Background: an optimization exercise with open tools, aiming at small area. Do not read the settings as production practice. In this exercise RTL edits were held to simulation tests only and were not proved equivalent to the original. The flow treats the clock pin as an ideal source, which a real chip does not have. Power and IR drop assume default switching activity.

## AL
Design Panorama, start of the top module:
module Panorama(SW, KEY, CLOCK_50, LEDR, HEX0, HEX1, HEX2, HEX3, HEX4, HEX5, HEX6, HEX7, LEDG);
    input [17:0] SW;
    input [3:0] KEY;
    input CLOCK_50;
    output [17:0] LEDR;
    output [6:0] HEX0, HEX1, HEX2, HEX3, HEX4, HEX5, HEX6, HEX7;
    output [7:0] LEDG;
    wire clk = CLOCK_50;
    wire resetn = KEY[0];
    wire next = ~KEY[1];
    wire go = ~KEY[3];
    wire hint = SW[17];
    localparam S_WAIT_DEC = 4'd0, S_LD3 = 4'd1, S_LD2 = 4'd3, S_LD1 = 4'd2, S_LD0 = 4'd6, S_LDW = 4'd7, S_BWW = 4'd5, S_WB = 4'd12, S_WBC = 4'd13, S_WBCW = 4'd15, S_GO = 4'd14, S_GOW = 4'd10, S_GOWW = 4'd11, S_RW = 4'd8;
    localparam F_OFF = 2'd0, F_ON = 2'd1, F_CHECK = 2'd2, F_STOP = 2'd3;
    reg [3:0] st;
    reg [1:0] fst;
    reg [3:0] d3, d2, d1, d0;
    reg [2:0] tt;
    reg [3:0] to;
    reg [8:0] rr;
    reg [1:0] ftn;
    reg [9:0] uc;
    reg ft;
    reg timeranout;
    reg result;
    reg [4:0] sct;
    reg [3:0] sco;
    wire chk = (st[3] & st[2] & ~st[1]) | (st[3] & st[2] & st[0]);
    wire chk2 = (st[3] & ~st[1] & st[0]);
    wire over = (st[3] & st[2] & st[1] & ~st[0]);
    wire overwait = (st[3] & ~st[2] & st[1]);
  ...
Settings: LEC_CHECK=0, CAP_MARGIN=20, CORE_MARGIN=2, CORE_UTILIZATION=60, CTS_BUF_LIST=sky130_fd_sc_hd__clkbuf_2 sky130_fd_sc_hd__clkbuf_4 sky130_fd_sc_hd__clkbuf_8, SLEW_MARGIN=20; clock period 25.0 ns.
standard.sh (not shown) runs the stock make flow with config.mk's settings and CLKGATE_MAP_FILE= SYNTH_SCRIPT=/design/flow/synth_recipe.tcl, a recipe that flattens the netlist after the stock synthesis.
==> flow/flow/run.sh <==
#!/bin/bash
# The standard ORFS layout (standard.sh) with these changes:
#  - synthesis: adders are not extracted into adder cells and ABC maps the logic with an
#    area-oriented script (flow/synth.tcl, flow/area.abc); registers are unchanged;
#  - port buffers are the smallest buffer cell instead of the one buffer_ports picks;
#  - clock tree synthesis adds no dummy loads and builds the tree from clkbuf_4 cells, after
#    which the root buffer alone is made a clkbuf_8 (flow/root_buf.tcl).
# Each tool's output goes to a log here: flow_to_cts.log, root_buf.log, flow_finish.log
# (ORFS also keeps each step's log under orfs/logs).
set -euo pipefail
export FLOW_WORK="$PWD"
export FLOW_ABC_SCRIPT="$PWD/flow/area.abc"
export BUFFER_PORTS_ARGS="-buffer_cell sky130_fd_sc_hd__buf_1"
export CTS_ARGS="-sink_clustering_enable -repair_clock_nets -dont_use_dummy_load -buf_list {sky130_fd_sc_hd__clkbuf_4}"
bash standard.sh SYNTH_SCRIPT="$PWD/flow/synth.tcl" cts > flow_to_cts.log 2>&1
export FLOW_CTS_ODB="$PWD/orfs/results/sky130hd/Panorama/base/4_cts.odb"
openroad -no_init -exit "$PWD/flow/root_buf.tcl" > root_buf.log 2>&1
bash standard.sh SYNTH_SCRIPT="$PWD/flow/synth.tcl" finish > flow_finish.log 2>&1
Other scripts of this flow, unchanged in this note and not shown: flow/flow/area.abc, flow/flow/root_buf.tcl, flow/flow/synth.tcl
Per the final summary, AL finished and its layout is clean on timing, DRC and antenna.
--- input diff AL..TR ---
-- flow/design.v --
<<< AL, line 200
    localparam [8:0] RR_499 = 9'd388;
    wire [8:0] rr_step = {rr[7:0], ~(rr[8] ^ rr[4])};
    wire s_lt2 = (tt == 3'd0) && (to[3:1] == 3'd0);
    wire t_zero = sub && s_lt2;                  
    wire t_load = (!chk || endtime) && !t_zero;  
    wire t_clr = t_load || t_zero;
    wire rr_hold = sub && !s_lt2;
    wire rr_zero = (rr == 9'd0);
    wire [8:0] rr_n = ~{9{t_clr}} & (({9{rr_hold}} & rr) |
                                     ({9{!rr_hold && rr_zero}} & RR_499) |
                                     ({9{!rr_hold && !rr_zero}} & rr_step));
    wire to_lt2 = (to[3:1] == 3'd0);
    wire tt_dec = sub ? to_lt2 : (rr_zero && to == 4'd0);
    wire [2:0] tt_n = ({3{t_load}} & 3'd4) |
                      ({3{!t_clr && tt_dec}} & (tt - 3'd1)) |
                      ({3{!t_clr && !tt_dec}} & tt);
    always @(posedge clk) begin
        rr <= rr_n;
        tt <= tt_n;
        if (t_clr)
            to <= 4'd0;
        else if (sub)
            to <= to_lt2 ? to + 4'd8 : to - 4'd2;
        else if (rr_zero)
            to <= (to == 4'd0) ? 4'd9 : to - 4'd1;
    end
    always @(posedge clk) begin
>>> TR, line 200
    localparam [8:0] RR_499 = 9'd388;
    wire [8:0] rr_step = {rr[7:0], ~(rr[8] ^ rr[4])};
    always @(posedge clk) begin
        if (!chk || endtime) begin
            tt <= 3'd4;
            to <= 4'd0;
            rr <= 9'd0;
        end else if (rr == 9'd0) begin
            rr <= RR_499;
            if (to == 4'd0) begin
                to <= 4'd9;
                tt <= tt - 3'd1;
            end else
                to <= to - 4'd1;
        end else
            rr <= rr_step;
        if (sub) begin
            if (tt == 3'd0 && to[3:1] == 3'd0) begin
                tt <= 3'd0;
                to <= 4'd0;
                rr <= 9'd0;
            end else if (to[3:1] == 3'd0) begin
                rr <= rr;
                to <= to + 4'd8;
                tt <= tt - 3'd1;
            end else begin
                rr <= rr;
                to <= to - 4'd2;
            end
        end
    end
    always @(posedge clk) begin
Delay of the slowest critical-path stage: TR higher than AL
The leakage power figure of TR exceeds that of AL by 0.019 nW.
~same area added between synthesis and finish in TR and AL
In the tables for TR and AL, synthesized cell count reads higher with TR.
From AL to TR the numbers moved as follows: buffer share of cell area held steady; count of flip-flops with a built-in enable after synthesis grew by 13; final cell utilization of the core grew by 0.58 points.
Diff AL -> TR: count of vias placed by the detailed router went up; worst setup slack went up.

==> static timing again, ports no longer ideal <==
No port has a modelled driver above. Below, the same layouts with a new extraction and two added sets of constraints. Step 1 sets driving cells, clkbuf_16 on the clock port and buf_2 on the other inputs (assumed; they add their load-dependent delay and slew). Step 2, shift: input delay + t, output delay - t, t = (earliest + latest rising clock arrival at the registers) / 2. This alone moves slack from input paths to output paths. Three values: ideal, step 1, step 2; two values: the first two.
| run | t (ns) | setup WS [ns] | clock arrival spread, ns | worst slew at a driven data input, ns |
|---|---|---|---|---|
| AL | 0.356 | 13.675 / 13.644 / 13.644 | 0.033 / 0.033 | 0.04 |
| TR | 0.363 | 13.707 / 13.671 / 13.671 | 0.024 / 0.024 | 0.06 |
After both steps setup and hold are still met in every run listed. The setup slack of TR, which loses most, moves by -0.036 ns with the drivers and by -0.036 ns with both steps.
